From an optimization exercise on the open Yosys and OpenROAD flow, aimed at small area and a short achievable clock period; shortcuts taken in it are not production practice.
Where RTL was checked, it was by simulation tests only, not by an equivalence proof against the original.
The RTL of runs 1 and 2 was laid out without a check of its function.
Power and IR drop assume default switching activity.

$ cat flow/design.v
`timescale 1ns/1ps
module mac (
    input clk,
    input rst,
    input [15:0] a,
    input [15:0] b,
    input [31:0] acc_in,
    output [31:0] acc_out
);
reg [15:0] ar;
reg [7:0] one_r, two_r, neg_r;
reg b15r;
reg [91:0] t0;
reg [62:0] t_cs;
reg [2:0] v;
wire one_d0 = b[0] ^ 1'b0;
wire two_d0 = (b[1] & ~b[0] & ~1'b0) | (~b[1] & b[0] & 1'b0);
wire neg_d0 = b[1];
wire one0 = one_r[0];
wire two0 = two_r[0];
wire neg0 = neg_r[0];
wire one_d1 = b[2] ^ b[1];
wire two_d1 = (b[3] & ~b[2] & ~b[1]) | (~b[3] & b[2] & b[1]);
wire neg_d1 = b[3];
wire one1 = one_r[1];
wire two1 = two_r[1];
wire neg1 = neg_r[1];
wire one_d2 = b[4] ^ b[3];
wire two_d2 = (b[5] & ~b[4] & ~b[3]) | (~b[5] & b[4] & b[3]);
wire neg_d2 = b[5];
wire one2 = one_r[2];
wire two2 = two_r[2];
wire neg2 = neg_r[2];
wire one_d3 = b[6] ^ b[5];
wire two_d3 = (b[7] & ~b[6] & ~b[5]) | (~b[7] & b[6] & b[5]);
wire neg_d3 = b[7];
wire one3 = one_r[3];
wire two3 = two_r[3];
wire neg3 = neg_r[3];
wire one_d4 = b[8] ^ b[7];
wire two_d4 = (b[9] & ~b[8] & ~b[7]) | (~b[9] & b[8] & b[7]);
wire neg_d4 = b[9];
wire one4 = one_r[4];
wire two4 = two_r[4];
wire neg4 = neg_r[4];
wire one_d5 = b[10] ^ b[9];
wire two_d5 = (b[11] & ~b[10] & ~b[9]) | (~b[11] & b[10] & b[9]);
wire neg_d5 = b[11];
wire one5 = one_r[5];
wire two5 = two_r[5];
wire neg5 = neg_r[5];
wire one_d6 = b[12] ^ b[11];
wire two_d6 = (b[13] & ~b[12] & ~b[11]) | (~b[13] & b[12] & b[11]);
wire neg_d6 = b[13];
wire one6 = one_r[6];
wire two6 = two_r[6];
wire neg6 = neg_r[6];
wire one_d7 = b[14] ^ b[13];
wire two_d7 = (b[15] & ~b[14] & ~b[13]) | (~b[15] & b[14] & b[13]);
wire neg_d7 = b[15];
wire one7 = one_r[7];
wire two7 = two_r[7];
wire neg7 = neg_r[7];
wire pp0_0 = (one0 & ar[0]) ^ neg0;
wire pp0_1 = ((one0 & ar[1]) | (two0 & ar[0])) ^ neg0;
wire pp0_2 = ((one0 & ar[2]) | (two0 & ar[1])) ^ neg0;
wire pp0_3 = ((one0 & ar[3]) | (two0 & ar[2])) ^ neg0;
wire pp0_4 = ((one0 & ar[4]) | (two0 & ar[3])) ^ neg0;
wire pp0_5 = ((one0 & ar[5]) | (two0 & ar[4])) ^ neg0;
wire pp0_6 = ((one0 & ar[6]) | (two0 & ar[5])) ^ neg0;
wire pp0_7 = ((one0 & ar[7]) | (two0 & ar[6])) ^ neg0;
wire pp0_8 = ((one0 & ar[8]) | (two0 & ar[7])) ^ neg0;
wire pp0_9 = ((one0 & ar[9]) | (two0 & ar[8])) ^ neg0;
wire pp0_10 = ((one0 & ar[10]) | (two0 & ar[9])) ^ neg0;
wire pp0_11 = ((one0 & ar[11]) | (two0 & ar[10])) ^ neg0;
wire pp0_12 = ((one0 & ar[12]) | (two0 & ar[11])) ^ neg0;
wire pp0_13 = ((one0 & ar[13]) | (two0 & ar[12])) ^ neg0;
wire pp0_14 = ((one0 & ar[14]) | (two0 & ar[13])) ^ neg0;
wire pp0_15 = ((one0 & ar[15]) | (two0 & ar[14])) ^ neg0;
wire pp0_16 = (two0 & ar[15]) ^ neg0;
wire nsg0 = ~neg0;
wire pp1_0 = (one1 & ar[0]) ^ neg1;
wire pp1_1 = ((one1 & ar[1]) | (two1 & ar[0])) ^ neg1;
wire pp1_2 = ((one1 & ar[2]) | (two1 & ar[1])) ^ neg1;
wire pp1_3 = ((one1 & ar[3]) | (two1 & ar[2])) ^ neg1;
wire pp1_4 = ((one1 & ar[4]) | (two1 & ar[3])) ^ neg1;
wire pp1_5 = ((one1 & ar[5]) | (two1 & ar[4])) ^ neg1;
wire pp1_6 = ((one1 & ar[6]) | (two1 & ar[5])) ^ neg1;
wire pp1_7 = ((one1 & ar[7]) | (two1 & ar[6])) ^ neg1;
wire pp1_8 = ((one1 & ar[8]) | (two1 & ar[7])) ^ neg1;
wire pp1_9 = ((one1 & ar[9]) | (two1 & ar[8])) ^ neg1;
wire pp1_10 = ((one1 & ar[10]) | (two1 & ar[9])) ^ neg1;
wire pp1_11 = ((one1 & ar[11]) | (two1 & ar[10])) ^ neg1;
wire pp1_12 = ((one1 & ar[12]) | (two1 & ar[11])) ^ neg1;
wire pp1_13 = ((one1 & ar[13]) | (two1 & ar[12])) ^ neg1;
wire pp1_14 = ((one1 & ar[14]) | (two1 & ar[13])) ^ neg1;
wire pp1_15 = ((one1 & ar[15]) | (two1 & ar[14])) ^ neg1;
wire pp1_16 = (two1 & ar[15]) ^ neg1;
wire nsg1 = ~neg1;
wire pp2_0 = (one2 & ar[0]) ^ neg2;
wire pp2_1 = ((one2 & ar[1]) | (two2 & ar[0])) ^ neg2;
wire pp2_2 = ((one2 & ar[2]) | (two2 & ar[1])) ^ neg2;
wire pp2_3 = ((one2 & ar[3]) | (two2 & ar[2])) ^ neg2;
wire pp2_4 = ((one2 & ar[4]) | (two2 & ar[3])) ^ neg2;
wire pp2_5 = ((one2 & ar[5]) | (two2 & ar[4])) ^ neg2;
wire pp2_6 = ((one2 & ar[6]) | (two2 & ar[5])) ^ neg2;
wire pp2_7 = ((one2 & ar[7]) | (two2 & ar[6])) ^ neg2;
wire pp2_8 = ((one2 & ar[8]) | (two2 & ar[7])) ^ neg2;
wire pp2_9 = ((one2 & ar[9]) | (two2 & ar[8])) ^ neg2;
wire pp2_10 = ((one2 & ar[10]) | (two2 & ar[9])) ^ neg2;
wire pp2_11 = ((one2 & ar[11]) | (two2 & ar[10])) ^ neg2;
wire pp2_12 = ((one2 & ar[12]) | (two2 & ar[11])) ^ neg2;
wire pp2_13 = ((one2 & ar[13]) | (two2 & ar[12])) ^ neg2;
wire pp2_14 = ((one2 & ar[14]) | (two2 & ar[13])) ^ neg2;
wire pp2_15 = ((one2 & ar[15]) | (two2 & ar[14])) ^ neg2;
wire pp2_16 = (two2 & ar[15]) ^ neg2;
wire nsg2 = ~neg2;
wire pp3_0 = (one3 & ar[0]) ^ neg3;
wire pp3_1 = ((one3 & ar[1]) | (two3 & ar[0])) ^ neg3;
wire pp3_2 = ((one3 & ar[2]) | (two3 & ar[1])) ^ neg3;
wire pp3_3 = ((one3 & ar[3]) | (two3 & ar[2])) ^ neg3;
wire pp3_4 = ((one3 & ar[4]) | (two3 & ar[3])) ^ neg3;
wire pp3_5 = ((one3 & ar[5]) | (two3 & ar[4])) ^ neg3;
wire pp3_6 = ((one3 & ar[6]) | (two3 & ar[5])) ^ neg3;
wire pp3_7 = ((one3 & ar[7]) | (two3 & ar[6])) ^ neg3;
wire pp3_8 = ((one3 & ar[8]) | (two3 & ar[7])) ^ neg3;
wire pp3_9 = ((one3 & ar[9]) | (two3 & ar[8])) ^ neg3;
wire pp3_10 = ((one3 & ar[10]) | (two3 & ar[9])) ^ neg3;
wire pp3_11 = ((one3 & ar[11]) | (two3 & ar[10])) ^ neg3;
wire pp3_12 = ((one3 & ar[12]) | (two3 & ar[11])) ^ neg3;
wire pp3_13 = ((one3 & ar[13]) | (two3 & ar[12])) ^ neg3;
wire pp3_14 = ((one3 & ar[14]) | (two3 & ar[13])) ^ neg3;
wire pp3_15 = ((one3 & ar[15]) | (two3 & ar[14])) ^ neg3;
wire pp3_16 = (two3 & ar[15]) ^ neg3;
wire nsg3 = ~neg3;
wire pp4_0 = (one4 & ar[0]) ^ neg4;
wire pp4_1 = ((one4 & ar[1]) | (two4 & ar[0])) ^ neg4;
wire pp4_2 = ((one4 & ar[2]) | (two4 & ar[1])) ^ neg4;
wire pp4_3 = ((one4 & ar[3]) | (two4 & ar[2])) ^ neg4;
wire pp4_4 = ((one4 & ar[4]) | (two4 & ar[3])) ^ neg4;
wire pp4_5 = ((one4 & ar[5]) | (two4 & ar[4])) ^ neg4;
wire pp4_6 = ((one4 & ar[6]) | (two4 & ar[5])) ^ neg4;
wire pp4_7 = ((one4 & ar[7]) | (two4 & ar[6])) ^ neg4;
wire pp4_8 = ((one4 & ar[8]) | (two4 & ar[7])) ^ neg4;
wire pp4_9 = ((one4 & ar[9]) | (two4 & ar[8])) ^ neg4;
wire pp4_10 = ((one4 & ar[10]) | (two4 & ar[9])) ^ neg4;
wire pp4_11 = ((one4 & ar[11]) | (two4 & ar[10])) ^ neg4;
wire pp4_12 = ((one4 & ar[12]) | (two4 & ar[11])) ^ neg4;
wire pp4_13 = ((one4 & ar[13]) | (two4 & ar[12])) ^ neg4;
wire pp4_14 = ((one4 & ar[14]) | (two4 & ar[13])) ^ neg4;
wire pp4_15 = ((one4 & ar[15]) | (two4 & ar[14])) ^ neg4;
wire pp4_16 = (two4 & ar[15]) ^ neg4;
wire nsg4 = ~neg4;
wire pp5_0 = (one5 & ar[0]) ^ neg5;
wire pp5_1 = ((one5 & ar[1]) | (two5 & ar[0])) ^ neg5;
wire pp5_2 = ((one5 & ar[2]) | (two5 & ar[1])) ^ neg5;
wire pp5_3 = ((one5 & ar[3]) | (two5 & ar[2])) ^ neg5;
wire pp5_4 = ((one5 & ar[4]) | (two5 & ar[3])) ^ neg5;
wire pp5_5 = ((one5 & ar[5]) | (two5 & ar[4])) ^ neg5;
wire pp5_6 = ((one5 & ar[6]) | (two5 & ar[5])) ^ neg5;
wire pp5_7 = ((one5 & ar[7]) | (two5 & ar[6])) ^ neg5;
wire pp5_8 = ((one5 & ar[8]) | (two5 & ar[7])) ^ neg5;
wire pp5_9 = ((one5 & ar[9]) | (two5 & ar[8])) ^ neg5;
wire pp5_10 = ((one5 & ar[10]) | (two5 & ar[9])) ^ neg5;
wire pp5_11 = ((one5 & ar[11]) | (two5 & ar[10])) ^ neg5;
wire pp5_12 = ((one5 & ar[12]) | (two5 & ar[11])) ^ neg5;
wire pp5_13 = ((one5 & ar[13]) | (two5 & ar[12])) ^ neg5;
wire pp5_14 = ((one5 & ar[14]) | (two5 & ar[13])) ^ neg5;
wire pp5_15 = ((one5 & ar[15]) | (two5 & ar[14])) ^ neg5;
wire pp5_16 = (two5 & ar[15]) ^ neg5;
wire nsg5 = ~neg5;
wire pp6_0 = (one6 & ar[0]) ^ neg6;
wire pp6_1 = ((one6 & ar[1]) | (two6 & ar[0])) ^ neg6;
wire pp6_2 = ((one6 & ar[2]) | (two6 & ar[1])) ^ neg6;
wire pp6_3 = ((one6 & ar[3]) | (two6 & ar[2])) ^ neg6;
wire pp6_4 = ((one6 & ar[4]) | (two6 & ar[3])) ^ neg6;
wire pp6_5 = ((one6 & ar[5]) | (two6 & ar[4])) ^ neg6;
wire pp6_6 = ((one6 & ar[6]) | (two6 & ar[5])) ^ neg6;
wire pp6_7 = ((one6 & ar[7]) | (two6 & ar[6])) ^ neg6;
wire pp6_8 = ((one6 & ar[8]) | (two6 & ar[7])) ^ neg6;
wire pp6_9 = ((one6 & ar[9]) | (two6 & ar[8])) ^ neg6;
wire pp6_10 = ((one6 & ar[10]) | (two6 & ar[9])) ^ neg6;
wire pp6_11 = ((one6 & ar[11]) | (two6 & ar[10])) ^ neg6;
wire pp6_12 = ((one6 & ar[12]) | (two6 & ar[11])) ^ neg6;
wire pp6_13 = ((one6 & ar[13]) | (two6 & ar[12])) ^ neg6;
wire pp6_14 = ((one6 & ar[14]) | (two6 & ar[13])) ^ neg6;
wire pp6_15 = ((one6 & ar[15]) | (two6 & ar[14])) ^ neg6;
wire pp6_16 = (two6 & ar[15]) ^ neg6;
wire nsg6 = ~neg6;
wire pp7_0 = (one7 & ar[0]) ^ neg7;
wire pp7_1 = ((one7 & ar[1]) | (two7 & ar[0])) ^ neg7;
wire pp7_2 = ((one7 & ar[2]) | (two7 & ar[1])) ^ neg7;
wire pp7_3 = ((one7 & ar[3]) | (two7 & ar[2])) ^ neg7;
wire pp7_4 = ((one7 & ar[4]) | (two7 & ar[3])) ^ neg7;
wire pp7_5 = ((one7 & ar[5]) | (two7 & ar[4])) ^ neg7;
wire pp7_6 = ((one7 & ar[6]) | (two7 & ar[5])) ^ neg7;
wire pp7_7 = ((one7 & ar[7]) | (two7 & ar[6])) ^ neg7;
wire pp7_8 = ((one7 & ar[8]) | (two7 & ar[7])) ^ neg7;
wire pp7_9 = ((one7 & ar[9]) | (two7 & ar[8])) ^ neg7;
wire pp7_10 = ((one7 & ar[10]) | (two7 & ar[9])) ^ neg7;
wire pp7_11 = ((one7 & ar[11]) | (two7 & ar[10])) ^ neg7;
wire pp7_12 = ((one7 & ar[12]) | (two7 & ar[11])) ^ neg7;
wire pp7_13 = ((one7 & ar[13]) | (two7 & ar[12])) ^ neg7;
wire pp7_14 = ((one7 & ar[14]) | (two7 & ar[13])) ^ neg7;
wire pp7_15 = ((one7 & ar[15]) | (two7 & ar[14])) ^ neg7;
wire pp7_16 = (two7 & ar[15]) ^ neg7;
wire nsg7 = ~neg7;
wire pp8_0 = ar[0] & b15r;
wire pp8_1 = ar[1] & b15r;
wire pp8_2 = ar[2] & b15r;
wire pp8_3 = ar[3] & b15r;
wire pp8_4 = ar[4] & b15r;
wire pp8_5 = ar[5] & b15r;
wire pp8_6 = ar[6] & b15r;
wire pp8_7 = ar[7] & b15r;
wire pp8_8 = ar[8] & b15r;
wire pp8_9 = ar[9] & b15r;
wire pp8_10 = ar[10] & b15r;
wire pp8_11 = ar[11] & b15r;
wire pp8_12 = ar[12] & b15r;
wire pp8_13 = ar[13] & b15r;
wire pp8_14 = ar[14] & b15r;
wire pp8_15 = ar[15] & b15r;
wire s_1 = neg5 ^ pp0_10;
wire c_2 = neg5 & pp0_10;
wire s_3 = pp0_11 ^ pp1_9;
wire c_4 = pp0_11 & pp1_9;
wire s_5 = neg6 ^ pp0_12 ^ pp1_10;
wire c_6 = (neg6 & pp0_12) | (neg6 & pp1_10) | (pp0_12 & pp1_10);
wire s_7 = pp2_8 ^ pp3_6;
wire c_8 = pp2_8 & pp3_6;
wire s_9 = pp0_13 ^ pp1_11 ^ pp2_9;
wire c_10 = (pp0_13 & pp1_11) | (pp0_13 & pp2_9) | (pp1_11 & pp2_9);
wire s_11 = pp3_7 ^ pp4_5;
wire c_12 = pp3_7 & pp4_5;
wire s_13 = neg7 ^ pp0_14 ^ pp1_12;
wire c_14 = (neg7 & pp0_14) | (neg7 & pp1_12) | (pp0_14 & pp1_12);
wire s_15 = pp2_10 ^ pp3_8 ^ pp4_6;
wire c_16 = (pp2_10 & pp3_8) | (pp2_10 & pp4_6) | (pp3_8 & pp4_6);
wire s_17 = pp5_4 ^ pp6_2;
wire c_18 = pp5_4 & pp6_2;
wire s_19 = pp0_15 ^ pp1_13 ^ pp2_11;
wire c_20 = (pp0_15 & pp1_13) | (pp0_15 & pp2_11) | (pp1_13 & pp2_11);
wire s_21 = pp3_9 ^ pp4_7 ^ pp5_5;
wire c_22 = (pp3_9 & pp4_7) | (pp3_9 & pp5_5) | (pp4_7 & pp5_5);
wire s_23 = pp6_3 ^ pp7_1;
wire c_24 = pp6_3 & pp7_1;
wire s_25 = pp8_0 ^ pp0_16 ^ pp1_14;
wire c_26 = (pp8_0 & pp0_16) | (pp8_0 & pp1_14) | (pp0_16 & pp1_14);
wire s_27 = pp2_12 ^ pp3_10 ^ pp4_8;
wire c_28 = (pp2_12 & pp3_10) | (pp2_12 & pp4_8) | (pp3_10 & pp4_8);
wire s_29 = pp5_6 ^ pp6_4 ^ pp7_2;
wire c_30 = (pp5_6 & pp6_4) | (pp5_6 & pp7_2) | (pp6_4 & pp7_2);
wire s_31 = neg0 ^ pp8_1 ^ pp1_15;
wire c_32 = (neg0 & pp8_1) | (neg0 & pp1_15) | (pp8_1 & pp1_15);
wire s_33 = pp2_13 ^ pp3_11 ^ pp4_9;
wire c_34 = (pp2_13 & pp3_11) | (pp2_13 & pp4_9) | (pp3_11 & pp4_9);
wire s_35 = pp5_7 ^ pp6_5 ^ pp7_3;
wire c_36 = (pp5_7 & pp6_5) | (pp5_7 & pp7_3) | (pp6_5 & pp7_3);
wire s_37 = neg0 ^ pp8_2 ^ pp1_16;
wire c_38 = (neg0 & pp8_2) | (neg0 & pp1_16) | (pp8_2 & pp1_16);
wire s_39 = pp2_14 ^ pp3_12 ^ pp4_10;
wire c_40 = (pp2_14 & pp3_12) | (pp2_14 & pp4_10) | (pp3_12 & pp4_10);
wire s_41 = pp5_8 ^ pp6_6 ^ pp7_4;
wire c_42 = (pp5_8 & pp6_6) | (pp5_8 & pp7_4) | (pp6_6 & pp7_4);
wire s_43 = nsg1 ^ nsg0 ^ pp8_3;
wire c_44 = (nsg1 & nsg0) | (nsg1 & pp8_3) | (nsg0 & pp8_3);
wire s_45 = pp2_15 ^ pp3_13 ^ pp4_11;
wire c_46 = (pp2_15 & pp3_13) | (pp2_15 & pp4_11) | (pp3_13 & pp4_11);
wire s_47 = pp5_9 ^ pp6_7 ^ pp7_5;
wire c_48 = (pp5_9 & pp6_7) | (pp5_9 & pp7_5) | (pp6_7 & pp7_5);
wire s_49 = ~(pp8_4 ^ pp2_16);
wire c_50 = pp8_4 | pp2_16;
wire s_51 = pp3_14 ^ pp4_12 ^ pp5_10;
wire c_52 = (pp3_14 & pp4_12) | (pp3_14 & pp5_10) | (pp4_12 & pp5_10);
wire s_53 = pp6_8 ^ pp7_6;
wire c_54 = pp6_8 & pp7_6;
wire s_55 = nsg2 ^ pp8_5 ^ pp3_15;
wire c_56 = (nsg2 & pp8_5) | (nsg2 & pp3_15) | (pp8_5 & pp3_15);
wire s_57 = pp4_13 ^ pp5_11 ^ pp6_9;
wire c_58 = (pp4_13 & pp5_11) | (pp4_13 & pp6_9) | (pp5_11 & pp6_9);
wire s_59 = ~(pp8_6 ^ pp3_16);
wire c_60 = pp8_6 | pp3_16;
wire s_61 = pp4_14 ^ pp5_12;
wire c_62 = pp4_14 & pp5_12;
wire s_63 = nsg3 ^ pp8_7 ^ pp4_15;
wire c_64 = (nsg3 & pp8_7) | (nsg3 & pp4_15) | (pp8_7 & pp4_15);
wire s_65 = ~pp8_8;
wire c_66 = pp8_8;
wire s_67 = neg3 ^ pp0_6;
wire c_68 = neg3 & pp0_6;
wire s_69 = pp0_7 ^ pp1_5;
wire c_70 = pp0_7 & pp1_5;
wire s_71 = neg4 ^ pp0_8 ^ pp1_6;
wire c_72 = (neg4 & pp0_8) | (neg4 & pp1_6) | (pp0_8 & pp1_6);
wire s_73 = pp2_4 ^ pp3_2;
wire c_74 = pp2_4 & pp3_2;
wire s_75 = pp0_9 ^ pp1_7 ^ pp2_5;
wire c_76 = (pp0_9 & pp1_7) | (pp0_9 & pp2_5) | (pp1_7 & pp2_5);
wire s_77 = pp3_3 ^ pp4_1;
wire c_78 = pp3_3 & pp4_1;
wire s_79 = pp1_8 ^ pp2_6 ^ pp3_4;
wire c_80 = (pp1_8 & pp2_6) | (pp1_8 & pp3_4) | (pp2_6 & pp3_4);
wire s_81 = pp4_2 ^ pp5_0 ^ s_1;
wire c_82 = (pp4_2 & pp5_0) | (pp4_2 & s_1) | (pp5_0 & s_1);
wire s_83 = pp2_7 ^ pp3_5 ^ pp4_3;
wire c_84 = (pp2_7 & pp3_5) | (pp2_7 & pp4_3) | (pp3_5 & pp4_3);
wire s_85 = pp5_1 ^ c_2 ^ s_3;
wire c_86 = (pp5_1 & c_2) | (pp5_1 & s_3) | (c_2 & s_3);
wire s_87 = pp4_4 ^ pp5_2 ^ pp6_0;
wire c_88 = (pp4_4 & pp5_2) | (pp4_4 & pp6_0) | (pp5_2 & pp6_0);
wire s_89 = c_4 ^ s_7 ^ s_5;
wire c_90 = (c_4 & s_7) | (c_4 & s_5) | (s_7 & s_5);
wire s_91 = pp5_3 ^ pp6_1 ^ c_8;
wire c_92 = (pp5_3 & pp6_1) | (pp5_3 & c_8) | (pp6_1 & c_8);
wire s_93 = s_11 ^ c_6 ^ s_9;
wire c_94 = (s_11 & c_6) | (s_11 & s_9) | (c_6 & s_9);
wire s_95 = pp7_0 ^ c_12 ^ s_17;
wire c_96 = (pp7_0 & c_12) | (pp7_0 & s_17) | (c_12 & s_17);
wire s_97 = c_10 ^ s_13 ^ s_15;
wire c_98 = (c_10 & s_13) | (c_10 & s_15) | (s_13 & s_15);
wire s_99 = c_18 ^ s_23 ^ c_14;
wire c_100 = (c_18 & s_23) | (c_18 & c_14) | (s_23 & c_14);
wire s_101 = c_16 ^ s_19 ^ s_21;
wire c_102 = (c_16 & s_19) | (c_16 & s_21) | (s_19 & s_21);
wire s_103 = c_24 ^ c_20 ^ c_22;
wire c_104 = (c_24 & c_20) | (c_24 & c_22) | (c_20 & c_22);
wire s_105 = s_25 ^ s_27 ^ s_29;
wire c_106 = (s_25 & s_27) | (s_25 & s_29) | (s_27 & s_29);
wire s_107 = c_26 ^ c_28 ^ c_30;
wire c_108 = (c_26 & c_28) | (c_26 & c_30) | (c_28 & c_30);
wire s_109 = s_31 ^ s_33 ^ s_35;
wire c_110 = (s_31 & s_33) | (s_31 & s_35) | (s_33 & s_35);
wire s_111 = c_32 ^ c_34 ^ c_36;
wire c_112 = (c_32 & c_34) | (c_32 & c_36) | (c_34 & c_36);
wire s_113 = s_37 ^ s_39 ^ s_41;
wire c_114 = (s_37 & s_39) | (s_37 & s_41) | (s_39 & s_41);
wire s_115 = s_43 ^ c_38 ^ c_40;
wire c_116 = (s_43 & c_38) | (s_43 & c_40) | (c_38 & c_40);
wire s_117 = c_42 ^ s_45 ^ s_47;
wire c_118 = (c_42 & s_45) | (c_42 & s_47) | (s_45 & s_47);
wire s_119 = c_44 ^ s_49 ^ s_53;
wire c_120 = (c_44 & s_49) | (c_44 & s_53) | (s_49 & s_53);
wire s_121 = c_46 ^ c_48 ^ s_51;
wire c_122 = (c_46 & c_48) | (c_46 & s_51) | (c_48 & s_51);
wire s_123 = pp7_7 ^ c_50 ^ c_54;
wire c_124 = (pp7_7 & c_50) | (pp7_7 & c_54) | (c_50 & c_54);
wire s_125 = c_52 ^ s_55 ^ s_57;
wire c_126 = (c_52 & s_55) | (c_52 & s_57) | (s_55 & s_57);
wire s_127 = pp6_10 ^ pp7_8 ^ s_59;
wire c_128 = (pp6_10 & pp7_8) | (pp6_10 & s_59) | (pp7_8 & s_59);
wire s_129 = s_61 ^ c_56 ^ c_58;
wire c_130 = (s_61 & c_56) | (s_61 & c_58) | (c_56 & c_58);
wire s_131 = pp5_13 ^ pp6_11 ^ pp7_9;
wire c_132 = (pp5_13 & pp6_11) | (pp5_13 & pp7_9) | (pp6_11 & pp7_9);
wire s_133 = c_60 ^ c_62 ^ s_63;
wire c_134 = (c_60 & c_62) | (c_60 & s_63) | (c_62 & s_63);
wire s_135 = s_65 ^ pp4_16 ^ pp5_14;
wire c_136 = (s_65 & pp4_16) | (s_65 & pp5_14) | (pp4_16 & pp5_14);
wire s_137 = pp6_12 ^ pp7_10 ^ c_64;
wire c_138 = (pp6_12 & pp7_10) | (pp6_12 & c_64) | (pp7_10 & c_64);
wire s_139 = nsg4 ^ c_66 ^ pp8_9;
wire c_140 = (nsg4 & c_66) | (nsg4 & pp8_9) | (c_66 & pp8_9);
wire s_141 = pp5_15 ^ pp6_13 ^ pp7_11;
wire c_142 = (pp5_15 & pp6_13) | (pp5_15 & pp7_11) | (pp6_13 & pp7_11);
wire s_143 = ~(pp8_10 ^ pp5_16);
wire c_144 = pp8_10 | pp5_16;
wire s_145 = pp6_14 ^ pp7_12;
wire c_146 = pp6_14 & pp7_12;
wire s_147 = nsg5 ^ pp8_11 ^ pp6_15;
wire c_148 = (nsg5 & pp8_11) | (nsg5 & pp6_15) | (pp8_11 & pp6_15);
wire s_149 = ~pp8_12;
wire c_150 = pp8_12;
wire s_151 = neg2 ^ pp0_4;
wire c_152 = neg2 & pp0_4;
wire s_153 = pp0_5 ^ pp1_3;
wire c_154 = pp0_5 & pp1_3;
wire s_155 = pp1_4 ^ pp2_2 ^ pp3_0;
wire c_156 = (pp1_4 & pp2_2) | (pp1_4 & pp3_0) | (pp2_2 & pp3_0);
wire s_157 = pp2_3 ^ pp3_1 ^ c_68;
wire c_158 = (pp2_3 & pp3_1) | (pp2_3 & c_68) | (pp3_1 & c_68);
wire s_159 = pp4_0 ^ c_70 ^ s_73;
wire c_160 = (pp4_0 & c_70) | (pp4_0 & s_73) | (c_70 & s_73);
wire s_161 = c_74 ^ s_77 ^ c_72;
wire c_162 = (c_74 & s_77) | (c_74 & c_72) | (s_77 & c_72);
wire s_163 = c_78 ^ c_76 ^ s_79;
wire c_164 = (c_78 & c_76) | (c_78 & s_79) | (c_76 & s_79);
wire s_165 = c_80 ^ s_83 ^ c_82;
wire c_166 = (c_80 & s_83) | (c_80 & c_82) | (s_83 & c_82);
wire s_167 = c_84 ^ s_87 ^ c_86;
wire c_168 = (c_84 & s_87) | (c_84 & c_86) | (s_87 & c_86);
wire s_169 = c_88 ^ s_91 ^ c_90;
wire c_170 = (c_88 & s_91) | (c_88 & c_90) | (s_91 & c_90);
wire s_171 = c_92 ^ s_95 ^ c_94;
wire c_172 = (c_92 & s_95) | (c_92 & c_94) | (s_95 & c_94);
wire s_173 = c_96 ^ c_98 ^ s_99;
wire c_174 = (c_96 & c_98) | (c_96 & s_99) | (c_98 & s_99);
wire s_175 = c_100 ^ c_102 ^ s_103;
wire c_176 = (c_100 & c_102) | (c_100 & s_103) | (c_102 & s_103);
wire s_177 = c_104 ^ c_106 ^ s_107;
wire c_178 = (c_104 & c_106) | (c_104 & s_107) | (c_106 & s_107);
wire s_179 = c_108 ^ c_110 ^ s_111;
wire c_180 = (c_108 & c_110) | (c_108 & s_111) | (c_110 & s_111);
wire s_181 = c_112 ^ c_114 ^ s_115;
wire c_182 = (c_112 & c_114) | (c_112 & s_115) | (c_114 & s_115);
wire s_183 = c_116 ^ s_119 ^ c_118;
wire c_184 = (c_116 & s_119) | (c_116 & c_118) | (s_119 & c_118);
wire s_185 = c_120 ^ s_123 ^ c_122;
wire c_186 = (c_120 & s_123) | (c_120 & c_122) | (s_123 & c_122);
wire s_187 = c_124 ^ s_127 ^ c_126;
wire c_188 = (c_124 & s_127) | (c_124 & c_126) | (s_127 & c_126);
wire s_189 = s_131 ^ c_128 ^ c_130;
wire c_190 = (s_131 & c_128) | (s_131 & c_130) | (c_128 & c_130);
wire s_191 = c_132 ^ s_135 ^ c_134;
wire c_192 = (c_132 & s_135) | (c_132 & c_134) | (s_135 & c_134);
wire s_193 = s_139 ^ c_136 ^ s_141;
wire c_194 = (s_139 & c_136) | (s_139 & s_141) | (c_136 & s_141);
wire s_195 = c_140 ^ s_143 ^ s_145;
wire c_196 = (c_140 & s_143) | (c_140 & s_145) | (s_143 & s_145);
wire s_197 = pp7_13 ^ c_144 ^ c_146;
wire c_198 = (pp7_13 & c_144) | (pp7_13 & c_146) | (c_144 & c_146);
wire s_199 = s_149 ^ pp6_16 ^ pp7_14;
wire c_200 = (s_149 & pp6_16) | (s_149 & pp7_14) | (pp6_16 & pp7_14);
wire s_201 = nsg6 ^ c_150 ^ pp8_13;
wire c_202 = (nsg6 & c_150) | (nsg6 & pp8_13) | (c_150 & pp8_13);
wire s_203 = ~pp8_14;
wire c_204 = pp8_14;
wire s_205 = t0[3] ^ t0[4];
wire c_206 = t0[3] & t0[4];
wire s_207 = t0[6] ^ t0[7];
wire c_208 = t0[6] & t0[7];
wire s_209 = t0[8] ^ t0[9] ^ t0[10];
wire c_210 = (t0[8] & t0[9]) | (t0[8] & t0[10]) | (t0[9] & t0[10]);
wire s_211 = t0[11] ^ t0[12] ^ t0[13];
wire c_212 = (t0[11] & t0[12]) | (t0[11] & t0[13]) | (t0[12] & t0[13]);
wire s_213 = t0[14] ^ t0[15] ^ t0[16];
wire c_214 = (t0[14] & t0[15]) | (t0[14] & t0[16]) | (t0[15] & t0[16]);
wire s_215 = t0[17] ^ t0[18] ^ t0[19];
wire c_216 = (t0[17] & t0[18]) | (t0[17] & t0[19]) | (t0[18] & t0[19]);
wire s_217 = t0[20] ^ t0[21] ^ t0[22];
wire c_218 = (t0[20] & t0[21]) | (t0[20] & t0[22]) | (t0[21] & t0[22]);
wire s_219 = t0[23] ^ t0[24] ^ t0[25];
wire c_220 = (t0[23] & t0[24]) | (t0[23] & t0[25]) | (t0[24] & t0[25]);
wire s_221 = t0[26] ^ t0[27] ^ t0[28];
wire c_222 = (t0[26] & t0[27]) | (t0[26] & t0[28]) | (t0[27] & t0[28]);
wire s_223 = t0[29] ^ t0[30] ^ t0[31];
wire c_224 = (t0[29] & t0[30]) | (t0[29] & t0[31]) | (t0[30] & t0[31]);
wire s_225 = t0[32] ^ t0[33] ^ t0[34];
wire c_226 = (t0[32] & t0[33]) | (t0[32] & t0[34]) | (t0[33] & t0[34]);
wire s_227 = t0[35] ^ t0[36] ^ t0[37];
wire c_228 = (t0[35] & t0[36]) | (t0[35] & t0[37]) | (t0[36] & t0[37]);
wire s_229 = t0[38] ^ t0[39] ^ t0[40];
wire c_230 = (t0[38] & t0[39]) | (t0[38] & t0[40]) | (t0[39] & t0[40]);
wire s_231 = t0[41] ^ t0[42] ^ t0[43];
wire c_232 = (t0[41] & t0[42]) | (t0[41] & t0[43]) | (t0[42] & t0[43]);
wire s_233 = t0[44] ^ t0[45] ^ t0[46];
wire c_234 = (t0[44] & t0[45]) | (t0[44] & t0[46]) | (t0[45] & t0[46]);
wire s_235 = t0[47] ^ t0[48] ^ t0[49];
wire c_236 = (t0[47] & t0[48]) | (t0[47] & t0[49]) | (t0[48] & t0[49]);
wire s_237 = t0[50] ^ t0[51] ^ t0[52];
wire c_238 = (t0[50] & t0[51]) | (t0[50] & t0[52]) | (t0[51] & t0[52]);
wire s_239 = t0[53] ^ t0[54] ^ t0[55];
wire c_240 = (t0[53] & t0[54]) | (t0[53] & t0[55]) | (t0[54] & t0[55]);
wire s_241 = t0[56] ^ t0[57] ^ t0[58];
wire c_242 = (t0[56] & t0[57]) | (t0[56] & t0[58]) | (t0[57] & t0[58]);
wire s_243 = t0[59] ^ t0[60] ^ t0[61];
wire c_244 = (t0[59] & t0[60]) | (t0[59] & t0[61]) | (t0[60] & t0[61]);
wire s_245 = t0[62] ^ t0[63] ^ t0[64];
wire c_246 = (t0[62] & t0[63]) | (t0[62] & t0[64]) | (t0[63] & t0[64]);
wire s_247 = t0[65] ^ t0[66] ^ t0[67];
wire c_248 = (t0[65] & t0[66]) | (t0[65] & t0[67]) | (t0[66] & t0[67]);
wire s_249 = t0[68] ^ t0[69] ^ t0[70];
wire c_250 = (t0[68] & t0[69]) | (t0[68] & t0[70]) | (t0[69] & t0[70]);
wire s_251 = t0[71] ^ t0[72] ^ t0[73];
wire c_252 = (t0[71] & t0[72]) | (t0[71] & t0[73]) | (t0[72] & t0[73]);
wire s_253 = t0[74] ^ t0[75] ^ t0[76];
wire c_254 = (t0[74] & t0[75]) | (t0[74] & t0[76]) | (t0[75] & t0[76]);
wire s_255 = t0[77] ^ t0[78] ^ t0[79];
wire c_256 = (t0[77] & t0[78]) | (t0[77] & t0[79]) | (t0[78] & t0[79]);
wire s_257 = t0[80] ^ t0[81] ^ t0[82];
wire c_258 = (t0[80] & t0[81]) | (t0[80] & t0[82]) | (t0[81] & t0[82]);
wire s_259 = t0[83] ^ t0[84] ^ t0[85];
wire c_260 = (t0[83] & t0[84]) | (t0[83] & t0[85]) | (t0[84] & t0[85]);
wire s_261 = t0[86] ^ t0[87] ^ t0[88];
wire c_262 = (t0[86] & t0[87]) | (t0[86] & t0[88]) | (t0[87] & t0[88]);
wire s_263 = t0[89] ^ t0[90] ^ t0[91];
wire c_264 = (t0[89] & t0[90]) | (t0[89] & t0[91]) | (t0[90] & t0[91]);
wire [31:0] row0 = {t_cs[31], t_cs[30], t_cs[29], t_cs[28], t_cs[27], t_cs[26], t_cs[25], t_cs[24], t_cs[23], t_cs[22], t_cs[21], t_cs[20], t_cs[19], t_cs[18], t_cs[17], t_cs[16], t_cs[15], t_cs[14], t_cs[13], t_cs[12], t_cs[11], t_cs[10], t_cs[9], t_cs[8], t_cs[7], t_cs[6], t_cs[5], t_cs[4], t_cs[3], t_cs[2], t_cs[1], t_cs[0]};
wire [31:0] row1 = {t_cs[62], t_cs[61], t_cs[60], t_cs[59], t_cs[58], t_cs[57], t_cs[56], t_cs[55], t_cs[54], t_cs[53], t_cs[52], t_cs[51], t_cs[50], t_cs[49], t_cs[48], t_cs[47], t_cs[46], t_cs[45], t_cs[44], t_cs[43], t_cs[42], t_cs[41], t_cs[40], t_cs[39], t_cs[38], t_cs[37], t_cs[36], t_cs[35], t_cs[34], t_cs[33], 1'b0, t_cs[32]};
wire [31:0] prod = row0 + row1;
always @(posedge clk) begin
    ar <= a;
    one_r <= {one_d7, one_d6, one_d5, one_d4, one_d3, one_d2, one_d1, one_d0};
    two_r <= {two_d7, two_d6, two_d5, two_d4, two_d3, two_d2, two_d1, two_d0};
    neg_r <= {neg_d7, neg_d6, neg_d5, neg_d4, neg_d3, neg_d2, neg_d1, neg_d0};
    b15r <= b[15];
    t0 <= {pp8_15, nsg7, c_204, pp7_16, s_203, c_202, pp7_15, s_201, c_200, c_148, s_199, c_198, s_147, s_197, c_196, c_142, s_195, c_194, c_138, s_193, c_192, s_137, s_191, c_190, s_133, s_189, c_188, s_129, s_187, c_186, s_125, s_185, c_184, s_121, s_183, c_182, s_117, s_181, c_180, s_113, s_179, c_178, s_109, s_177, c_176, s_105, s_175, c_174, s_101, s_173, c_172, s_97, s_171, c_170, s_93, s_169, c_168, s_89, s_167, c_166, s_85, s_165, c_164, s_81, s_163, c_162, s_75, s_161, c_160, s_71, s_159, c_158, s_69, s_157, c_156, s_67, s_155, c_154, pp2_1, s_153, c_152, pp2_0, pp1_2, s_151, pp1_1, pp0_3, pp1_0, pp0_2, neg1, pp0_1, pp0_0, neg0};
    t_cs <= {s_263, s_261, s_259, s_257, s_255, s_253, s_251, s_249, s_247, s_245, s_243, s_241, s_239, s_237, s_235, s_233, s_231, s_229, s_227, s_225, s_223, s_221, s_219, s_217, s_215, s_213, s_211, s_209, s_207, t0[5], t0[1], c_262, c_260, c_258, c_256, c_254, c_252, c_250, c_248, c_246, c_244, c_242, c_240, c_238, c_236, c_234, c_232, c_230, c_228, c_226, c_224, c_222, c_220, c_218, c_216, c_214, c_212, c_210, c_208, c_206, s_205, t0[2], t0[0]};
end
always @(posedge clk or posedge rst) begin
  if (rst) v <= 3'd0;
  else v <= {v[1:0], 1'b1};
end
wire [31:0] pg = prod & {32{v[2]}};
reg [31:0] p4, q4, s5;
always @(posedge clk or posedge rst) begin
  if (rst) begin
    p4 <= 32'd0; q4 <= 32'd0; s5 <= 32'd0;
  end else begin
    p4 <= pg; q4 <= acc_in; s5 <= p4 + q4;
  end
end
assign acc_out = s5;
endmodule
$ cat flow/run.sh
#!/bin/bash
# synth_recipe.tcl (not shown) runs the flow's synth.tcl, then flattens the netlist and writes it again
# the make line also repeats each setting of config.mk as NAME=value (left out here)
make -C /OpenROAD-flow-scripts/flow DESIGN_CONFIG=/design/flow/config.mk WORK_HOME=/design/flow/orfs CLKGATE_MAP_FILE= SYNTH_SCRIPT=/design/flow/synth_recipe.tcl finish
$ cat flow/config.mk
export PLATFORM = sky130hd
export DESIGN_NAME = mac
export DESIGN_NICKNAME = mac
export VERILOG_FILES = /design/flow/design.v
export SDC_FILE = /design/flow/constraint.sdc
export NUM_CORES = 4
export LEC_CHECK = 0
export CAP_MARGIN = 20
export CORE_MARGIN = 2
export CORE_UTILIZATION = 40
export SETUP_SLACK_MARGIN = 4
export SLEW_MARGIN = 20
$ cat flow/constraint.sdc
create_clock -name core_clock -period 6.5 [get_ports {clk}]
set_input_delay 1.3000 -clock core_clock [delete_from_list [all_inputs] [get_ports {clk}]]
set_output_delay 1.3000 -clock core_clock [all_outputs]
set_load 0.01 [all_outputs]
==> notes.md, run 1 <==
worst path arrival time=3.10 ns; Hold EP=t_cs[32]; full die area=39800 µm²; Row Count=71; # H-tree levels=2; Post-synth EDFFs=0; CP required=6.89 ns; cell area after synthesis=15300 µm²; Lkg Pwr=7.83 nW; Num CTS Buffers=34; IO Count=98; final setup skew=0.0238 ns; sequential-to-total area share from yosys stat=41.7%; reg2reg end=s5[25]; Post-synth ARST share=33.7%; placed cell areas=16600 µm²; Syn. warnings=1; syn_area_per_cell=11.0 µm²; CTS tree=built; DRT iter0 DRCs=710; Worst Path Max Fanout=4; Yosys reg bits=294; Achievable Freq=0.368 GHz; clk buf depth=3; largest net degree at the start of global routing=66; Initial Util=40.6%; CP Class=flop to flop; grt met2 use=28.4%; total number of vias=10300; Worst R2R Start=p4[1]; clk slew on worst S/H paths=0.06 ns; Startpoint Class=flop; Area growth, synth to finish=20.9%; number of antenna violations at the first check in global routing=0; Hold Fails Final Rpt=0; Via-to-Cell Ratio=5.09; ys flop type=dfxtp_1; fraction of layout cells with a size suffix above 1=13.5%; Syn Nets=1645; total track usage=18.1%; DRT Wirelength=35700 µm; Hold WS=0.325 ns; Port Buffers=97; post-route cell area=18500 µm²; Clk Latency, worst-skew pair=0.53 ns; fin. max-slew vios=0; type of destination of the critical path=flop; nets=1742; # DRC=0; clock root buffer=clkbuf_16; Worst Reg2Reg Path Length in Cells=8; die height=200 µm; chip width=200 µm; Setup-failing EPs final=0; first-pass GRT wire length=56300 µm; DRT Pass-1 Iters=5; met3 Use GR=3.00%; vias in the first global route=10400; HP Class=flop to flop; # clock sinks=294; outcome=no timing/DRC/antenna violations; post-DP HPWL=24900 µm; Tcrit/Tclk final=41.8%; n_diodes=0; wire per inst=17.7 µm; post-synthesis cell type count=67; WHS Path Cells=0; Placer Congestion=0.847; grt ovf=0; post-route setup TNS=0 ns; Syn Inst Count=1388; core area=37700 µm²; max capacitance violation total=0; VDD IR-drop max=0.000187 V; PD cells=456 nW/µm²; hold_sp=t0[1]; Slew headroom=52.7%; RSZ-0062 raised after global routing=yes; GR Util met1=25.3%; Worst Tran Pin Value=0.708 ns; reg-to-reg slack, setup=3.78 ns; GRT busiest layer=met2; Routed Antenna Nets=0; fin crit period=2.72 ns
==> synth_stat cells, drive strengths merged, types with 2 or more instances <==
cell type | n | area share, %
dfxtp | 195 | 26
xnor2 | 169 | 9.7
a22oi | 120 | 5.9
fa | 109 | 14
dfrtp | 99 | 16
clkbuf | 86 | 2.1
ha | 82 | 6.7
inv | 77 | 1.9
nand2 | 68 | 1.7
a21oi | 59 | 1.9
nor2 | 43 | 1.1
o21ai | 35 | 1.2
a21o | 28 | 1.4
xor2 | 27 | 1.5
and3 | 18 | 0.74
and2 | 17 | 0.70
nand2b | 14 | 0.57
nand3 | 12 | 0.39
a31oi | 10 | 0.41
nor2b | 10 | 0.41
nor3 | 10 | 0.36
o211ai | 9 | 0.44
o21a | 8 | 0.39
nand3b | 7 | 0.34
nand4 | 7 | 0.29
buf | 6 | 0.17
o21bai | 6 | 0.29
or3 | 6 | 0.28
a2111oi | 4 | 0.47
a211oi | 4 | 0.23
a311oi | 4 | 0.34
mux2i | 4 | 0.26
a221o | 3 | 0.20
a31o | 3 | 0.17
clkinv | 3 | 0.074
a211o | 2 | 0.11
a41o | 2 | 0.20
nor4 | 2 | 0.082
o311ai | 2 | 0.11
o31ai | 2 | 0.098
o41ai | 2 | 0.11
or2 | 2 | 0.082
==> report_power, final <==
part | total (W) | leakage (nW) | switching [W] | internal (W)
sequential | 0.00276 | 2.85 | 0.000315 | 0.00244
clock | 0.00186 | 0.555 | 0.000745 | 0.00111
combinational | 0.00381 | 4.42 | 0.00208 | 0.00173
total | 0.00843 | 7.83 | 0.00314 | 0.00529
==> flip-flops by register name, indices dropped and copies added (netlist names) <==
register	flops
ar	16
neg_r	8
one_r	8
p4	32
q4	32
s5	32
t0	92
t_cs	63
two_r	8
v	3
==> metal layers <==
layer / vias up / wire (µm)
met1: 4894 / 16500
li1: 4923 / -
met2: 384 / 15800
met5: - / 0
met3: 70 / 2540
met4: 0 / 910
==> logic make-up (layout without fill, tap and decap cells) <==
kind of cell / after synthesis / count (layout) / share of synthesized area (%)
AO/OA/AOI/OAI: 312 / 312 / 14.5
flip-flops: 294 / 294 / 41.7
AND/OR/NAND/NOR: 218 / 218 / 7.08
XOR/XNOR: 196 / 196 / 11.2
adder cells (fa/ha/maj): 191 / 191 / 21.0
buffers and inverters: 172 / 292 / 4.24
multiplexers: 4 / 4 / 0.262
other: 1 / 1 / 0.0245
==> per-stage QoR <==
step	total power [W]	cells	util [%]	setup WS, ns
after global routing	0.00910	2019	49.1	3.69
final	0.00843	2019	49.1	3.78
after floorplan	0.00531	1388	-	3.95
after CTS	0.00832	1979	47.6	3.78
after detailed placement	0.00641	1909	44.1	3.38
after global placement	0.00637	1909	44.1	3.43
==> worst max-delay path: stages (launching register included) <==
cell and delay, ns:
dfrtp_1 0.40, ha_1 0.32, a211o_1 0.35, a2111oi_4 0.37, o21ai_1 0.11, or3_4 0.41, a41o_4 0.25, a2111oi_4 0.31
nor3_2 0.08
==> cells in the final DEF (no fill, tap or decap), drive strengths merged, types with 59 or more instances in the layout <==
master | synthesis | routed
a22oi | 120 | 120
ha | 82 | 82
clkdlybuf4s50 | 0 | 65
nand2 | 68 | 68
fa | 109 | 109
dfxtp | 195 | 195
inv | 77 | 81
dfrtp | 99 | 99
a21oi | 59 | 59
xnor2 | 169 | 169
==> worst max-delay path by stage <==
stage	startpoint	to	slack (ns)
5_1_grt	p4[1]	s5[25]	3.69
2_1_floorplan	p4[0]	s5[24]	3.95
3_5_place_dp	rst	q4[26]	3.38
3_3_place_gp	rst	q4[27]	3.43
4_1_cts	q4[0]	s5[28]	3.78
6_report	p4[1]	s5[25]	3.78
==> layout make-up <==
cell class,count,area [µm²]
Fill cell,3508,19200
Multi-Input combinational cell,922,8510
Sequential cell,294,6520
Timing Repair Buffer,153,1410
Clock buffer,44,980
Tap cell,511,639
Inverter,80,313
Clock inverter,15,133
==> what timing repair did <==
item | in CTS | in global routing
resized for setup | 105 | 55
hold endpoints to repair | 0 | 0
endpoints found under the setup margin | 148 | 43
buffers inserted | 11 | 40
hold buffers | 0 | 0
pin swaps | 12 | 16
==> run 2: changes to the inputs <==
--- a/flow/design.v
+++ b/flow/design.v
@@ -12,5 +12,4 @@
 reg b15r;
 reg [91:0] t0;
-reg [62:0] t_cs;
 reg [2:0] v;
 wire one_d0 = b[0] ^ 1'b0;
@@ -486,6 +485,6 @@
 wire s_263 = t0[89] ^ t0[90] ^ t0[91];
 wire c_264 = (t0[89] & t0[90]) | (t0[89] & t0[91]) | (t0[90] & t0[91]);
-wire [31:0] row0 = {t_cs[31], t_cs[30], t_cs[29], t_cs[28], t_cs[27], t_cs[26], t_cs[25], t_cs[24], t_cs[23], t_cs[22], t_cs[21], t_cs[20], t_cs[19], t_cs[18], t_cs[17], t_cs[16], t_cs[15], t_cs[14], t_cs[13], t_cs[12], t_cs[11], t_cs[10], t_cs[9], t_cs[8], t_cs[7], t_cs[6], t_cs[5], t_cs[4], t_cs[3], t_cs[2], t_cs[1], t_cs[0]};
-wire [31:0] row1 = {t_cs[62], t_cs[61], t_cs[60], t_cs[59], t_cs[58], t_cs[57], t_cs[56], t_cs[55], t_cs[54], t_cs[53], t_cs[52], t_cs[51], t_cs[50], t_cs[49], t_cs[48], t_cs[47], t_cs[46], t_cs[45], t_cs[44], t_cs[43], t_cs[42], t_cs[41], t_cs[40], t_cs[39], t_cs[38], t_cs[37], t_cs[36], t_cs[35], t_cs[34], t_cs[33], 1'b0, t_cs[32]};
+wire [31:0] row0 = {c_262, c_260, c_258, c_256, c_254, c_252, c_250, c_248, c_246, c_244, c_242, c_240, c_238, c_236, c_234, c_232, c_230, c_228, c_226, c_224, c_222, c_220, c_218, c_216, c_214, c_212, c_210, c_208, c_206, s_205, t0[2], t0[0]};
+wire [31:0] row1 = {s_263, s_261, s_259, s_257, s_255, s_253, s_251, s_249, s_247, s_245, s_243, s_241, s_239, s_237, s_235, s_233, s_231, s_229, s_227, s_225, s_223, s_221, s_219, s_217, s_215, s_213, s_211, s_209, s_207, t0[5], 1'b0, t0[1]};
 wire [31:0] prod = row0 + row1;
 always @(posedge clk) begin
@@ -496,5 +495,4 @@
     b15r <= b[15];
     t0 <= {pp8_15, nsg7, c_204, pp7_16, s_203, c_202, pp7_15, s_201, c_200, c_148, s_199, c_198, s_147, s_197, c_196, c_142, s_195, c_194, c_138, s_193, c_192, s_137, s_191, c_190, s_133, s_189, c_188, s_129, s_187, c_186, s_125, s_185, c_184, s_121, s_183, c_182, s_117, s_181, c_180, s_113, s_179, c_178, s_109, s_177, c_176, s_105, s_175, c_174, s_101, s_173, c_172, s_97, s_171, c_170, s_93, s_169, c_168, s_89, s_167, c_166, s_85, s_165, c_164, s_81, s_163, c_162, s_75, s_161, c_160, s_71, s_159, c_158, s_69, s_157, c_156, s_67, s_155, c_154, pp2_1, s_153, c_152, pp2_0, pp1_2, s_151, pp1_1, pp0_3, pp1_0, pp0_2, neg1, pp0_1, pp0_0, neg0};
-    t_cs <= {s_263, s_261, s_259, s_257, s_255, s_253, s_251, s_249, s_247, s_245, s_243, s_241, s_239, s_237, s_235, s_233, s_231, s_229, s_227, s_225, s_223, s_221, s_219, s_217, s_215, s_213, s_211, s_209, s_207, t0[5], t0[1], c_262, c_260, c_258, c_256, c_254, c_252, c_250, c_248, c_246, c_244, c_242, c_240, c_238, c_236, c_234, c_232, c_230, c_228, c_226, c_224, c_222, c_220, c_218, c_216, c_214, c_212, c_210, c_208, c_206, s_205, t0[2], t0[0]};
 end
 always @(posedge clk or posedge rst) begin
@@ -502,5 +500,7 @@
   else v <= {v[1:0], 1'b1};
 end
-wire [31:0] pg = prod & {32{v[2]}};
+reg [31:0] pr;
+always @(posedge clk) pr <= prod;
+wire [31:0] pg = pr & {32{v[2]}};
 reg [31:0] p4, q4, s5;
 always @(posedge clk or posedge rst) begin
==> notes.md, run 2 <==
outcome=no timing/DRC/antenna violations; HP Class=flop to flop; cell with the most instances after synthesis=xnor2_1; cell area after synthesis=14500 µm² (-5.5%); post-DP HPWL=22400 µm (-9.9%); # DRC=0 (unchanged); Lkg Pwr=7.59 nW (-3.0%); clock root buffer=clkbuf_16; total number of vias=9535 (-7.2%); clk slew on worst S/H paths=0.06 ns (about the same); Yosys reg bits=263 (-11%); top cell family by delay on the critical path=compound AO/OA/AOI/OAI gates; total power draw=0.0101 W (+20%); Biggest register=t0; clk buf depth=3 (unchanged); Clk Latency, worst-skew pair=0.59 ns (+0.06 ns); Crit-path slowest cell=fa_1; Tcrit/Tclk final=43.4% (+1.5 points); Hold Fails Final Rpt=0 (unchanged); fin crit period=2.82 ns (+0.100 ns); IO Count=98 (unchanged); crit-path cells=fa_1 -> ha_4 -> a21oi_2 -> or2_2 -> a21o_1 -> o41ai_4 -> o2111a_2 -> o21ba_2 -> o221a_2 -> xor2_1; Critical Path Source=t0[29]; # H-tree levels=1 (-1); placed cell count=1786 (-6.4%); syn_area_per_cell=11.1 µm² (+0.30%); CTS tree=built; crit-path max cell delay=0.60 ns (+0.19 ns); top cell type's share of synthesized area=22.7% (-2.8 points); # clock sinks=263 (-11%); worst setup path endpoint=pr[30]; full die area=37700 µm² (-5.4%); DRT iter0 DRCs=531 (-25%); VDD IR-drop max=0.000360 V (+92%); die height=194 µm (-2.7%); final setup skew=0.0146 ns (-0.00918 ns); post-route setup TNS=0 ns (unchanged); max capacitance violation total=0 (unchanged); worst path arrival time=3.29 ns (+0.19 ns); Post-synth ARST share=37.6% (+4.0 points); Startpoint Class=flop; reg2reg end=pr[30]; Initial Util=40.7% (about the same); final cell count without fillers=1894 (-6.2%); Largest register FFs=92 (unchanged); Routed Antenna Nets=0 (unchanged); RSZ-0062 raised after global routing=yes; largest cells by area after synthesis=dfxtp_1 23%, dfrtp_1 17%, fa_1 15%, xnor2_1 10%, ha_1 7.1%; nets=1668 (-4.2%); post-synthesis cell type count=66 (-1.5%); number of antenna violations at the first check in global routing=0 (unchanged); grt ovf=0 (unchanged); wire per inst=17.4 µm (-1.6%); CP Class=flop to flop; Achievable Freq=0.355 GHz (-3.6%); Worst Reg2Reg Path Length in Cells=10 (+2); Worst Tran Pin Value=0.827 ns (+0.119 ns); Num CTS Buffers=30 (-12%); Worst R2R Start=t0[29]; # fillers=3175 (-9.5%); Syn Nets=1565 (-4.9%); Syn. warnings=1 (unchanged); Hold WS=0.350 ns (+0.0247 ns); Area growth, synth to finish=24.7%; Post-synth top cells=166 x xnor2_1, 164 x dfxtp_1, 121 x a22oi_1, 109 x fa_1, 99 x dfrtp_1; first-pass GRT wire length=53000 µm (-6.0%); type of destination of the critical path=flop; Synth area leader=dfxtp_1; critical path buffer and inverter count=0 (unchanged); DRT Pass-1 Iters=6 (+1); vias in the first global route=9947 (-4.0%); largest net degree at the start of global routing=60 (-9.1%); Placer Congestion=0.867 (+2.3%); most frequent cells in the layout=163 x xnor2_1, 123 x dfxtp_1, 120 x a22oi_1; Port Buffers=97 (unchanged); most common library cell in the layout ignoring fill and taps=xnor2_1; total track usage=17.4% (-0.66 points); Slew headroom=44.8% (-8.0 points); DRT Wirelength=33000 µm (-7.7%); Row Count=69 (-2.8%); Post-synth EDFFs=0 (unchanged); CP Depth=10 (+2); sequential-to-total area share from yosys stat=39.8% (-1.9 points); fin. max-slew vios=0 (unchanged); ys flop type=dfxtp_1; core area=35600 µm² (-5.6%); Syn Inst Count=1308 (-5.8%); fraction of layout cells with a size suffix above 1=20.5% (+7.0 points); chip width=194 µm (-2.7%); CP required=6.97 ns (+0.08 ns); n_diodes=0 (unchanged); Setup-failing EPs final=0 (unchanged); Worst Path Max Fanout=5 (+1); PD cells=560 nW/µm² (+23%); Via-to-Cell Ratio=5.03 (-1.0%); reg-to-reg slack, setup=3.68 ns (-0.10 ns)
==> run 2: area by class of cell <==
cell class,instances,area (µm²),area share [%]
clock buffers,37,847,4.70
clock inverters,17,233,1.29
inverters,80,314,1.74
multi-input cells,879,8830,49.0
flip-flops and latches,263,5900,32.7
well taps,461,577,3.20
repair buffers,157,1330,7.36
==> run 2: report_power, final <==
group,switching (W),leakage (nW),internal (W)
clock network,0.000701,0.526,0.00109
registers,0.000287,2.59,0.00219
logic,0.00285,4.47,0.00298
total,0.00384,7.59,0.00626
==> run 2: timing repair <==
| action | 4_1_cts | 5_1_grt |
|---|---|---|
| setup endpoints to repair | 93 | 126 |
| setup buffers | 17 | 37 |
| pin swaps | 29 | 38 |
| gates resized for setup | 180 | 117 |
| hold buffers | 0 | 0 |
==> run 2: how the worst min path moves through the flow <==
stage,start,end,cells after the start,slack [ns]
finish,v[1],v[2],0,0.35
global route,v[1],v[2],0,0.37
CTS,v[1],v[2],0,0.35
detailed placement,v[1],v[2],0,0.34
global placement,v[0],v[1],0,0.34
floorplan,neg_r[1],t0[3],0,0.33
==> run 2: worst reg2reg max path, stage by stage (launching register included) <==
cell      delay (ns)
dfxtp_1         0.31
fa_1            0.60
ha_4            0.25
a21oi_2         0.20
or2_2           0.15
a21o_1          0.15
o41ai_4         0.11
o2111a_2        0.31
o21ba_2         0.23
o221a_2         0.25
xor2_1          0.13
==> run 2: metrics by stage <==
stage / util [%] / cell area [µm²] / setup WS (ns)
detailed placement: 44.8 / 15900 / 3.41
global placement: 44.8 / 15900 / 3.41
CTS: 49.1 / 17500 / 3.68
finish: 50.7 / 18000 / 3.68
floorplan: - / 14700 / 3.86
global route: 50.7 / 18000 / 3.59
==> run 2: cell families after synthesis <==
logic type                 Yosys count  synth area share [%]
and+or+nand+nor                    188                  6.67
other                                1                0.0259
xor gates and xnor gates           204                  12.4
DFF                                263                  39.8
adders and majority gates          191                  22.2
AOI/OAI and AO/OA                  295                  14.6
buffers and inverters              166                  4.32
==> run 2: layer usage <==
metal,part of all wire [%],global-route usage (%),wire [µm],up-vias
met3,5.9,3.69,1940,78
met2,44,26.7,14600,289
met5,0,0,0,-
met4,3.3,6.51,1100,0
met1,47,24.3,15300,4564
li1,-,-,-,4604
==> run 3: changes to the inputs <==
--- a/flow/design.v
+++ b/flow/design.v
@@ -12,5 +12,9 @@
 reg b15r;
 reg [91:0] t0;
-reg [2:0] v;
+reg [31:0] pr;           
+reg [2:0] v;             
+reg [31:0] t4;           
+reg [2:0] g4;            
+reg [31:0] s5;           
 wire one_d0 = b[0] ^ 1'b0;
 wire two_d0 = (b[1] & ~b[0] & ~1'b0) | (~b[1] & b[0] & 1'b0);
@@ -488,4 +492,14 @@
 wire [31:0] row1 = {s_263, s_261, s_259, s_257, s_255, s_253, s_251, s_249, s_247, s_245, s_243, s_241, s_239, s_237, s_235, s_233, s_231, s_229, s_227, s_225, s_223, s_221, s_219, s_217, s_215, s_213, s_211, s_209, s_207, t0[5], 1'b0, t0[1]};
 wire [31:0] prod = row0 + row1;
+wire [31:0] pg = pr & {32{v[2]}};
+wire [8:0] bs_0 = {1'b0, pg[7:0]} + {1'b0, acc_in[7:0]};
+wire [8:0] bs_1 = {1'b0, pg[15:8]} + {1'b0, acc_in[15:8]};
+wire [8:0] bs_2 = {1'b0, pg[23:16]} + {1'b0, acc_in[23:16]};
+wire [8:0] bs_3 = {1'b0, pg[31:24]} + {1'b0, acc_in[31:24]};
+wire rc_0 = 1'b0;
+wire rc_1 = g4[0] | (rc_0 & (&t4[7:0]));
+wire rc_2 = g4[1] | (rc_1 & (&t4[15:8]));
+wire rc_3 = g4[2] | (rc_2 & (&t4[23:16]));
+wire [31:0] sum = {(t4[31:24] + {7'd0, rc_3}), (t4[23:16] + {7'd0, rc_2}), (t4[15:8] + {7'd0, rc_1}), (t4[7:0] + {7'd0, rc_0})};
 always @(posedge clk) begin
     ar <= a;
@@ -495,4 +509,5 @@
     b15r <= b[15];
     t0 <= {pp8_15, nsg7, c_204, pp7_16, s_203, c_202, pp7_15, s_201, c_200, c_148, s_199, c_198, s_147, s_197, c_196, c_142, s_195, c_194, c_138, s_193, c_192, s_137, s_191, c_190, s_133, s_189, c_188, s_129, s_187, c_186, s_125, s_185, c_184, s_121, s_183, c_182, s_117, s_181, c_180, s_113, s_179, c_178, s_109, s_177, c_176, s_105, s_175, c_174, s_101, s_173, c_172, s_97, s_171, c_170, s_93, s_169, c_168, s_89, s_167, c_166, s_85, s_165, c_164, s_81, s_163, c_162, s_75, s_161, c_160, s_71, s_159, c_158, s_69, s_157, c_156, s_67, s_155, c_154, pp2_1, s_153, c_152, pp2_0, pp1_2, s_151, pp1_1, pp0_3, pp1_0, pp0_2, neg1, pp0_1, pp0_0, neg0};
+    pr <= prod;
 end
 always @(posedge clk or posedge rst) begin
@@ -500,13 +515,11 @@
   else v <= {v[1:0], 1'b1};
 end
-reg [31:0] pr;
-always @(posedge clk) pr <= prod;
-wire [31:0] pg = pr & {32{v[2]}};
-reg [31:0] p4, q4, s5;
 always @(posedge clk or posedge rst) begin
   if (rst) begin
-    p4 <= 32'd0; q4 <= 32'd0; s5 <= 32'd0;
+    t4 <= 32'd0; g4 <= 3'd0; s5 <= 32'd0;
   end else begin
-    p4 <= pg; q4 <= acc_in; s5 <= p4 + q4;
+    t4 <= {bs_3[7:0], bs_2[7:0], bs_1[7:0], bs_0[7:0]};
+    g4 <= {bs_2[8], bs_1[8], bs_0[8]};
+    s5 <= sum;
   end
 end
--- a/flow/config.mk
+++ b/flow/config.mk
@@ -9,4 +9,4 @@
 export CORE_MARGIN = 2
 export CORE_UTILIZATION = 40
-export SETUP_SLACK_MARGIN = 4
+export SETUP_SLACK_MARGIN = 3.5
 export SLEW_MARGIN = 20
==> notes.md, run 3 <==
met3 Use GR=2.82% (-0.87 points); wire per inst=16.7 µm (-4.2%); vias in the first global route=9299 (-6.5%); # clock sinks=234 (-11%); number of antenna violations at the first check in global routing=0 (unchanged); n_diodes=0 (unchanged); most frequent cells in the layout=180 x xnor2_1, 150 x dfxtp_1, 121 x a22oi_1; Port Buffers=97 (unchanged); fraction of layout cells with a size suffix above 1=6.31% (-14 points); Lkg Pwr=6.70 nW (-12%); Routed Antenna Nets=0 (unchanged); CP Class=flop to flop; outcome=no timing/DRC/antenna violations; clock root buffer=clkbuf_16; post-synthesis cell type count=49 (-26%); DRT Pass-1 Iters=5 (-1); IO Count=98 (unchanged); first-pass GRT wire length=49100 µm (-7.4%); crit-path cells=a22oi_1 -> xor2_1 -> fa_1 -> inv_1 -> fa_1 -> fa_1; Syn. warnings=1 (unchanged); crit-path max cell delay=0.85 ns (+0.25 ns); fin. max-slew vios=0 (unchanged); HP Class=flop to flop; Num CTS Buffers=26 (-13%); Post-synth top cells=180 x xnor2_1, 164 x dfxtp_1, 122 x a22oi_1, 112 x fa_1, 91 x inv_1; top cell type's share of synthesized area=23.9% (+1.2 points); GR Util met1=24.4% (+0.13 points); Row Count=67 (-2.9%); Biggest register=t0; fin crit period=2.93 ns (+0.113 ns); Tcrit/Tclk final=45.1% (+1.7 points); Initial Util=40.8% (+0.16 points); Hold Fails Final Rpt=0 (unchanged); Area growth, synth to finish=16.0%; Worst Path Max Fanout=17 (+12); clk slew on worst S/H paths=0.06 ns (about the same); post-route setup TNS=0 ns (unchanged); RSZ-0062 raised after global routing=yes; CP required=6.90 ns (-0.07 ns); Largest register FFs=92 (unchanged); core area=33700 µm² (-5.3%); syn_area_per_cell=10.7 µm² (-3.3%); post-DP HPWL=21300 µm (-5.1%); cell area after synthesis=13800 µm² (-4.9%); total track usage=17.0% (-0.46 points); DRT Wirelength=29900 µm (-9.2%); Post-synth EDFFs=0 (unchanged); most common library cell in the layout ignoring fill and taps=xnor2_1; Post-synth ARST share=29.9% (-7.7 points); Achievable Freq=0.341 GHz (-3.9%); clk buf depth=3 (unchanged); grt met2 use=26.2% (-0.50 points); Via-to-Cell Ratio=5.05 (+0.32%); Setup-failing EPs final=0 (unchanged); Yosys reg bits=234 (-11%); Placer Congestion=0.846 (-2.4%); Synth area leader=dfxtp_1; die height=189 µm (-2.4%); Syn Inst Count=1287 (-1.6%); chip width=189 µm (-2.4%); ys flop type=dfxtp_1; # H-tree levels=1 (unchanged); Startpoint Class=flop; Clk Latency, worst-skew pair=0.54 ns (-0.05 ns); CTS tree=built; full die area=35900 µm² (-4.8%); worst path arrival time=3.33 ns (+0.04 ns); total number of vias=9071 (-4.9%); Syn Nets=1553 (-0.77%); hold-fix buffers at CTS=0 (unchanged); Worst Tran Pin Value=0.850 ns (+0.0228 ns); VDD IR-drop max=0.000281 V (-22%); GRT busiest layer=met2; max capacitance violation total=0 (unchanged); largest net degree at the start of global routing=71 (+18%); cell with the most instances after synthesis=xnor2_1; DRT iter0 DRCs=530 (-0.19%); PD cells=539 nW/µm² (-3.7%); Slew headroom=43.3% (-1.5 points); largest cells by area after synthesis=dfxtp_1 24%, fa_1 16%, dfrtp_1 13%, xnor2_1 11%, ha_1 8.0%; grt ovf=0 (unchanged); sequential-to-total area share from yosys stat=36.6% (-3.2 points); crit-path most repeated cell=fa_1; nets=1595 (-4.4%); final setup skew=0.0210 ns (+0.00639 ns); Post-CTS Setup Inserts=0 (-17); Crit-path slowest cell=dfxtp_1; fin util=47.4% (-3.3 points); type of destination of the critical path=flop; # DRC=0 (unchanged)
-- run 3: path summary, 6_finish.rpt --
path	start	endpoint	slack (ns)	depth (start not counted)
max in group asynchronous	rst	v[2]	4.52	3
worst min register to register	v[1]	v[2]	0.34	0
worst max register to register	ar[9]	t0[48]	3.57	6
worst max-delay path	ar[9]	t0[48]	3.57	6
min in group asynchronous	rst	s5[15]	1.41	3
worst min-delay path	v[1]	v[2]	0.34	0
-- run 3: cells by family after synthesis --
kind of cell	after synthesis	synth area share, %
other	1	0.0273
and+or+nand+nor	183	6.92
adders and majority gates	200	24.3
xor gates and xnor gates	213	13.6
buffers and inverters	184	5.02
DFF	234	36.6
AOI/OAI and AO/OA	272	13.6
-- run 3: layout make-up --
cell class / instances / area (µm²)
clock buffer: 40 / 815
inverter: 96 / 364
timing repair buffer: 102 / 1010
sequential: 234 / 5050
multi-input combinational: 869 / 8080
fill: 3141 / 17700
tap: 448 / 561
clock inverter: 7 / 78.8
-- run 3: power by group --
group | leakage (nW) | internal (W) | switching [W]
sequential | 2.20 | 0.00205 | 0.000318
clock | 0.444 | 0.000903 | 0.000581
combinational | 4.05 | 0.00217 | 0.00259
-- run 3: timing repair --
item,in CTS,in global routing
setup endpoints to repair,9,18
gates resized for setup,6,22
cloned,0,0
-- run 3: worst max-delay path: cells and delay by family, from the launching register on --
kind,cells,cell delay (ns)
adder cells (fa/ha/maj),3,1.46
flip-flops,1,0.85
XOR/XNOR,1,0.20
AO/OA/AOI/OAI,1,0.19
buffers and inverters,1,0.08
-- run 3: through the flow --
| step | instance area, µm² | cells | setup slack, ns | hold slack [ns] | total power (W) |
|---|---|---|---|---|---|
| CTS | 15900 | 1796 | 3.49 | 0.349 | 0.00858 |
| global placement | 15000 | 1749 | 3.17 | 0.332 | 0.00698 |
| global route | 16000 | 1796 | 3.46 | 0.352 | 0.00937 |
| finish | 16000 | 1796 | 3.57 | 0.343 | 0.00861 |
| detailed placement | 15000 | 1749 | 3.13 | 0.336 | 0.00703 |
| floorplan | 13800 | 1287 | 3.58 | 0.329 | 0.00576 |
-- run 3: per-layer routing --
| metal | wire [µm] | part of all wire [%] | vias up |
|---|---|---|---|
| met5 | 0 | 0 | - |
| li1 | - | - | 4388 |
| met2 | 12900 | 43 | 282 |
| met1 | 14400 | 48 | 4356 |
| met4 | 665 | 2.2 | 0 |
| met3 | 1950 | 6.5 | 45 |

static timing again, ports no longer ideal:
Ports are ideal in the flow. The routed layouts listed here were re-timed in OpenROAD.
Step 1 sets driving cells, clkbuf_16 on the clock port and buf_2 on the other inputs (assumed; they add their load-dependent delay and slew).
Step 2 times the ports against the registers' clock, not the clock port: input delays grow and output delays shrink by t, the midpoint of the rising clock arrivals with the driver on.
Three values: ideal, step 1, step 2; two values: the first two.
| run | shift t [ns] | setup WS [ns] | worst data-port slew with drivers (ns) |
|---|---|---|---|
| run 1 | 0.559 | 3.782 / 3.782 / 3.736 | 0.04 |
| run 2 | 0.625 | 3.682 / 3.682 / 3.682 | 0.05 |
| run 3 | 0.574 | 3.568 / 3.568 / 3.146 | 0.06 |
After both steps every run listed still meets setup and hold. For run 3, which loses most, drivers alone change the setup slack by 0.000 ns; drivers and shift together by -0.422 ns. Setup slack includes reset recovery checks.
